This design comes from an exercise in tuning for small area and a short achievable clock period on the open sky130 flow, not from production work.
RTL that was checked went through simulation tests only; none was proved equivalent to the original.
Power and IR drop assume default switching activity.

## pre_norm
module pre_norm(clk, rmode, add, opa, opb, opa_nan, opb_nan, fracta_out,
		fractb_out, exp_dn_out, sign, nan_sign, result_zero_sign,
		fasu_op);
input		clk;
input	[1:0]	rmode;
input		add;
input	[31:0]	opa, opb;
input		opa_nan, opb_nan;
output	[26:0]	fracta_out, fractb_out;
output	[7:0]	exp_dn_out;
output		sign;
output		nan_sign, result_zero_sign;
output		fasu_op;
reg	[25:3]	fracta_r;	 
reg	[7:0]	exp_dn_out;
reg		sign, fasu_op, nan_sign, result_zero_sign;
reg		signa_r, signb_r, nan_sign1_r;
wire		signa = opa[31];
wire		signb = opb[31];
wire	[7:0]	expa = opa[30:23];
wire	[7:0]	expb = opb[30:23];
wire	[22:0]	fracta = opa[22:0];
wire	[22:0]	fractb = opb[22:0];
wire		expa_nz = |expa;
wire		expb_nz = |expb;
function [1:0] cmp_gt_eq;	 
	input [31:0] x, y;
	integer i, w;
	reg [31:0] g, e;
	begin
		g = x & ~y;
		e = ~(x ^ y);
		for (w = 1; w < 32; w = w * 2)
			for (i = 0; i < 32; i = i + 2 * w) begin
				g[i] = g[i + w] | (e[i + w] & g[i]);
				e[i] = e[i + w] & e[i];
			end
  ...
Size: about 67 flip-flops.
Settings: LEC_CHECK=0, CAP_MARGIN=20, CORE_MARGIN=2, CORE_UTILIZATION=70, PLACE_DENSITY=0.8, SETUP_SLACK_MARGIN=5.0, SLEW_MARGIN=20; clock period 9.5 ns.
standard.sh (not shown) runs the stock make flow with config.mk's settings and CLKGATE_MAP_FILE= SYNTH_SCRIPT=/design/flow/synth_recipe.tcl, a recipe that flattens the netlist after the stock synthesis.
==> flow/flow/run.sh <==
#!/bin/bash
# The standard layout (standard.sh), with these changes:
#  - synthesis maps the logic with flow/abc_map.script in place of ORFS's
#    abc_speed.script (same Yosys script otherwise, so the same registers);
#  - the port buffers are buf_1 cells;
#  - clock tree synthesis inserts no dummy loads;
#  - repair aims at the setup margin given below.
# Each tool's full output goes to ORFS's own logs under orfs/logs/, and
# make's output to standard_make.log here.
set -euo pipefail
here=$(pwd)
args=()
if [[ -f flow/abc_map.script ]]; then
  sed "s#log_cmd abc {\*}\$abc_args#log_cmd abc -script $here/flow/abc_map.script {*}[lrange \$abc_args 2 end]#" \
    "$FLOW_HOME/scripts/synth.tcl" > "$here/synth_own.tcl"
  grep -q "flow/abc_map.script" "$here/synth_own.tcl"
  sed "s#\$::env(SCRIPTS_DIR)/synth.tcl#$here/synth_own.tcl#" synth_recipe.tcl > "$here/synth_recipe_own.tcl"
  grep -q "synth_own.tcl" "$here/synth_recipe_own.tcl"
  args+=(SYNTH_SCRIPT="$here/synth_recipe_own.tcl")
fi
bash standard.sh ${args[@]+"${args[@]}"} \
  "BUFFER_PORTS_ARGS=-buffer_cell sky130_fd_sc_hd__buf_1" \
  "CTS_ARGS=-sink_clustering_enable -repair_clock_nets -buf_list sky130_fd_sc_hd__clkbuf_8 -dont_use_dummy_load" \
  SETUP_SLACK_MARGIN=5.0 finish > standard_make.log 2>&1
==> flow/flow/abc_map.script <==
strash
dch
map -D 1100
topo
stime -c
buffer -c
upsize -c
dnsize -c
Change:
--- a/flow/flow/run.sh
+++ b/flow/flow/run.sh
@@ -24 +24 @@
-  SETUP_SLACK_MARGIN=5.0 finish > standard_make.log 2>&1
+  SETUP_SLACK_MARGIN=5.25 finish > standard_make.log 2>&1
==> flow/flow/abc_map.script (replaced) <==
strash
dch
map -D 1200
topo
stime -c
buffer -c
upsize -c
dnsize -c
Effect: The changed run ran to the end with no violations; sequential power barely changes; final area climbs by 0.59%; clock-buffer cell count stays the same; non-clock buffer count is unchanged; synthesized cell count drops by 0.58%; total power drops by 1.3%.
Change:
--- a/flow/config.mk
+++ b/flow/config.mk
@@ -10,2 +10,2 @@
-export CORE_UTILIZATION = 70
-export PLACE_DENSITY = 0.8
+export CORE_UTILIZATION = 60
+export PLACE_DENSITY = 0.7
What happened: Maximum frequency drops by 0.41%. Sequential share of layout area is lower by 0.37 points. Power barely changes. Setup slack degrades by 0.017 ns.
Change:
--- a/flow/flow/run.sh
+++ b/flow/flow/run.sh
@@ -24 +24 @@
-  SETUP_SLACK_MARGIN=5.25 finish > standard_make.log 2>&1
+  SETUP_SLACK_MARGIN=5.0 finish > standard_make.log 2>&1
--- a/flow/config.mk
+++ b/flow/config.mk
@@ -10,2 +10,2 @@
-export CORE_UTILIZATION = 60
-export PLACE_DENSITY = 0.7
+export CORE_UTILIZATION = 70
+export PLACE_DENSITY = 0.8
Effect: Count of clock-buffer cells in the layout is unchanged; die area drops by roughly a tenth; setup slack got worse by 0.17 ns; wire length goes up by a few percent; power falls slightly.

* * *

The RTL this note starts from:
==> flow/design.v <==
`timescale 1ns / 100ps
module pre_norm(clk, rmode, add, opa, opb, opa_nan, opb_nan, fracta_out,
		fractb_out, exp_dn_out, sign, nan_sign, result_zero_sign,
		fasu_op);
input		clk;
input	[1:0]	rmode;
input		add;
input	[31:0]	opa, opb;
input		opa_nan, opb_nan;
output	[26:0]	fracta_out, fractb_out;
output	[7:0]	exp_dn_out;
output		sign;
output		nan_sign, result_zero_sign;
output		fasu_op;
reg	[26:0]	fracta_out;
reg	[7:0]	exp_dn_out;
reg		sign, fasu_op, nan_sign, result_zero_sign;
reg		signa_r, signb_r, nan_sign1_r;
wire		signa = opa[31];
wire		signb = opb[31];
wire	[7:0]	expa = opa[30:23];
wire	[7:0]	expb = opb[30:23];
wire	[22:0]	fracta = opa[22:0];
wire	[22:0]	fractb = opb[22:0];
wire		expa_nz = |expa;
wire		expb_nz = |expb;
function [1:0] cmp_gt_eq;	 
	input [31:0] x, y;
	integer i, w;
	reg [31:0] g, e;
	begin
		g = x & ~y;
		e = ~(x ^ y);
		for (w = 1; w < 32; w = w * 2)
			for (i = 0; i < 32; i = i + 2 * w) begin
				g[i] = g[i + w] | (e[i + w] & g[i]);
				e[i] = e[i + w] & e[i];
			end
		cmp_gt_eq = {g[0], e[0]};
	end
endfunction
wire	[1:0]	f_cmp = cmp_gt_eq({9'b0, fractb}, {9'b0, fracta});
wire	[1:0]	e_cmp = cmp_gt_eq({24'b0, expb}, {24'b0, expa});
wire		fb_gt_fa = f_cmp[1];
wire		f_eq = f_cmp[0];
wire		b_gt_a = e_cmp[1] | (e_cmp[0] & fb_gt_fa);
wire		mag_eq = e_cmp[0] & f_eq;
wire		add_d = add ^ signa ^ signb;	 
wire	[7:0]	ea = {expa[7:1], expa[0] | ~expa_nz};
wire	[7:0]	eb = {expb[7:1], expb[0] | ~expb_nz};
wire	[8:0]	d_ab = {1'b0, ea} - {1'b0, eb};
wire	[8:0]	d_ba = {1'b0, eb} - {1'b0, ea};
wire	[7:0]	exp_diff = d_ab[8] ? d_ba[7:0] : d_ab[7:0];
wire		diff_big = |exp_diff[7:5];
wire	[23:0]	small = b_gt_a ? {expa_nz, fracta} : {expb_nz, fractb};
wire	[23:0]	large = b_gt_a ? {expb_nz, fractb} : {expa_nz, fracta};
wire	[4:0]	shamt = diff_big ? 5'd31 : exp_diff[4:0];
reg	[23:0]	small_r;
reg	[4:0]	shamt_r;
always @(posedge clk) begin
	fracta_out <= {large, 3'b0};
	small_r    <= small;
	shamt_r    <= shamt;
	exp_dn_out <= (!add_d & mag_eq) ? 8'h0 : (b_gt_a ? expb : expa);
	sign       <= b_gt_a ? (signb ^ ~add) : signa;
	fasu_op    <= add_d;
end
wire	[26:0]	small_f = {small_r, 3'b0};
wire	[26:0]	small_sft = small_f >> shamt_r;
wire	[31:0]	lowmask = ~(32'hffffffff << shamt_r);
wire		sticky = |(small_f & lowmask[26:0]);
assign fractb_out = {small_sft[26:1], small_sft[0] | sticky};
always @(posedge clk) begin
	signa_r     <= signa;
	signb_r     <= signb;
	nan_sign1_r <= f_eq ? (signa & signb) : fb_gt_fa ? signb : signa;
end
wire		add_r = fasu_op ^ signa_r ^ signb_r;
wire		rm3 = rmode == 2'd3;
always @(posedge clk) begin
	result_zero_sign <= ( add_r &  signa_r &  signb_r) |
			    (!add_r &  signa_r & !signb_r) |
			    ( add_r & (signa_r |  signb_r) & rm3) |
			    (!add_r & (signa_r == signb_r) & rm3);
	nan_sign <= (opa_nan & opb_nan) ? nan_sign1_r :
		    opb_nan ? signb_r : signa_r;
end
endmodule
clock: 9.5 ns
lec_check: 0
cap_margin: 20
core_margin: 2
core_utilization: 40
setup_slack_margin: 5.0
slew_margin: 20
==> flow/flow/run.sh <==
#!/bin/bash
set -euo pipefail
bash standard.sh "BUFFER_PORTS_ARGS=-buffer_cell sky130_fd_sc_hd__buf_1" finish > standard_make.log 2>&1
Change:
--- a/flow/config.mk
+++ b/flow/config.mk
@@ -8,5 +8,6 @@
 export CAP_MARGIN = 20
 export CORE_MARGIN = 2
-export CORE_UTILIZATION = 40
+export CORE_UTILIZATION = 70
+export PLACE_DENSITY = 0.8
 export SETUP_SLACK_MARGIN = 5.0
 export SLEW_MARGIN = 20
Power goes down by 7.5%.
Clock skew barely changes.
Worst setup slack gets better by 8.4 ps.
Combinational power barely changes.
Hold slack loses 17 ps.
Routed wire length decreases by 3.4%.
Change:
==> flow/flow/run.sh (replaced) <==
#!/bin/bash
set -euo pipefail
bash standard.sh "BUFFER_PORTS_ARGS=-buffer_cell sky130_fd_sc_hd__buf_1" SETUP_SLACK_MARGIN=6.0 finish > standard_make.log 2>&1
--- a/flow/config.mk
+++ b/flow/config.mk
@@ -8,6 +8,5 @@
 export CAP_MARGIN = 20
 export CORE_MARGIN = 2
-export CORE_UTILIZATION = 70
-export PLACE_DENSITY = 0.8
+export CORE_UTILIZATION = 40
 export SETUP_SLACK_MARGIN = 5.0
 export SLEW_MARGIN = 20
The changed run finished with timing, DRC and antenna clean.
Worst hold slack is worse by 12 ps.
Synthesized area stays the same.
Setup slack gets better by 200 ps.
Cell count went up by about a fifth.
First-iteration DRC count went up by about a fifth.
Core utilization drops by 19 points.
Global-route usage came out lower by 9.1 points.
Clock power climbs by about a fifth.
Change:
==> flow/flow/run.sh (replaced) <==
#!/bin/bash
set -euo pipefail
bash standard.sh "BUFFER_PORTS_ARGS=-buffer_cell sky130_fd_sc_hd__buf_1" finish > standard_make.log 2>&1
--- a/flow/config.mk
+++ b/flow/config.mk
@@ -9,4 +9,4 @@
 export CORE_MARGIN = 2
 export CORE_UTILIZATION = 40
-export SETUP_SLACK_MARGIN = 5.0
+export SETUP_SLACK_MARGIN = 0.3
 export SLEW_MARGIN = 20
Effect: Flip-flop and latch count is unchanged; core utilization came out lower by 15 points; synthesized cell count does not change.
No run of this note included a check of the RTL's function; only the layout flow was run.

* * *

Setup of the reference run:
RTL: the design.v shown in full above, as it stands there.
clock: 9.5 ns
lec_check: 0
cap_margin: 20
core_margin: 2
core_utilization: 70
cts_buf_list: sky130_fd_sc_hd__clkbuf_8
place_density: 0.8
setup_slack_margin: 5.0
slew_margin: 20
==> flow/flow/run.sh <==
#!/bin/bash
# The standard layout (standard.sh), with three changes:
#  - synthesis maps the logic with flow/abc_map.script in place of ORFS's
#    abc_speed.script (same Yosys script otherwise, so the same registers);
#  - the port buffers are buf_1 cells;
#  - repair aims at the setup margin given below.
# Each tool's full output goes to ORFS's own logs under orfs/logs/, and
# make's output to standard_make.log here.
set -euo pipefail
here=$(pwd)
sed "s#log_cmd abc {\*}\$abc_args#log_cmd abc -script $here/flow/abc_map.script {*}[lrange \$abc_args 2 end]#" \
  "$FLOW_HOME/scripts/synth.tcl" > "$here/synth_own.tcl"
grep -q "flow/abc_map.script" "$here/synth_own.tcl"
sed "s#\$::env(SCRIPTS_DIR)/synth.tcl#$here/synth_own.tcl#" synth_recipe.tcl > "$here/synth_recipe_own.tcl"
grep -q "synth_own.tcl" "$here/synth_recipe_own.tcl"
bash standard.sh SYNTH_SCRIPT="$here/synth_recipe_own.tcl" \
  "BUFFER_PORTS_ARGS=-buffer_cell sky130_fd_sc_hd__buf_1" \
  SETUP_SLACK_MARGIN=${OWN_SETUP_MARGIN:-5.0} finish > standard_make.log 2>&1
==> flow/flow/abc_map.script <==
strash
dch
map
topo
stime -c
buffer -c
upsize -c
dnsize -c
In summary, the reference run completed successfully, with a layout that passed the timing, DRC and antenna checks.
#### Input delta (the trial run over the reference run)
- CTS_BUF_LIST no longer set, was sky130_fd_sc_hd__clkbuf_8
- PLACE_DENSITY no longer set, was 0.8
- CORE_UTILIZATION now 40, was 70
==> flow/flow/run.sh <==
#!/bin/bash
set -euo pipefail
bash standard.sh "BUFFER_PORTS_ARGS=-buffer_cell sky130_fd_sc_hd__buf_1" SETUP_SLACK_MARGIN=7.0 finish > standard_make.log 2>&1
removed: flow/flow/abc_map.script
Findings:
The reference run has higher inverter count of the layout excluding clock inverters than the trial run.
Looking at clock transition at the register clock pins on the worst setup and hold paths after CTS, the trial run sits 30 ps below the reference run.
Between the trial run and the reference run, leakage power is lower for the reference run, the trial run comes in above that.
The reference run vs the trial run, origin of the worst setup path: opa[15] vs opa[6]
Of the trial run and the reference run, the lower hold slack belongs to the trial run.
The trial run finished end to end and its layout was clean on timing, DRC and antenna.
In the reports for the trial run and the reference run, the smaller total number of vias belongs to the trial run.
Function was not checked in any run of this note: the RTL went through the layout flow alone.

static timing again, ports no longer ideal:
In the flow no input, the clock included, has a driving cell. The finished layouts below were timed again as built, in two steps. Step 1 sets driving cells, clkbuf_16 on the clock port and buf_2 on the other inputs (assumed; they add their load-dependent delay and slew). Step 2, shift: input delay + t, output delay - t, t = (earliest + latest rising clock arrival at the registers) / 2. This alone moves slack from input paths to output paths. Three values: no drivers, after step 1, after step 2; two values: the first two.
run | t (ns) | slack for setup (ns) | worst setup path at the end | worst data-port slew with drivers (ns) | cell pins on the clock port's net
the first run of note 1 | 0.376 | 5.215 / 5.180 / 4.887 | input to register | 0.05 | 1
the second run of note 1 | 0.367 | 5.459 / 5.428 / 5.140 | input to register | 0.05 | 1
the third run of note 1 | 0.362 | 5.443 / 5.410 / 5.137 | input to register | 0.04 | 1
the fourth run of note 1 | 0.365 | 5.269 / 5.238 / 5.029 | input to register | 0.06 | 1
the first run of note 2 | 0.356 | 5.106 / 5.121 / 4.765 | input to register | 0.05 | 1
the second run of note 2 | 0.376 | 5.114 / 5.082 / 4.752 | input to register | 0.05 | 1
the third run of note 2 | 0.371 | 5.316 / 5.279 / 4.987 | input to register | 0.06 | 1
the fourth run of note 2 | 0.357 | 4.797 / 4.793 / 4.455 | input to register | 0.05 | 1
the reference run | 0.383 | 4.969 / 4.969 / 4.586 | input to register | 0.05 | 1
the trial run | 0.361 | 5.353 / 5.333 / 4.972 | input to register | 0.06 | 1
After both steps setup and hold are still met in every run listed. The setup slack of the reference run, which loses most, moves by 0.000 ns with the drivers and by -0.383 ns with both steps.
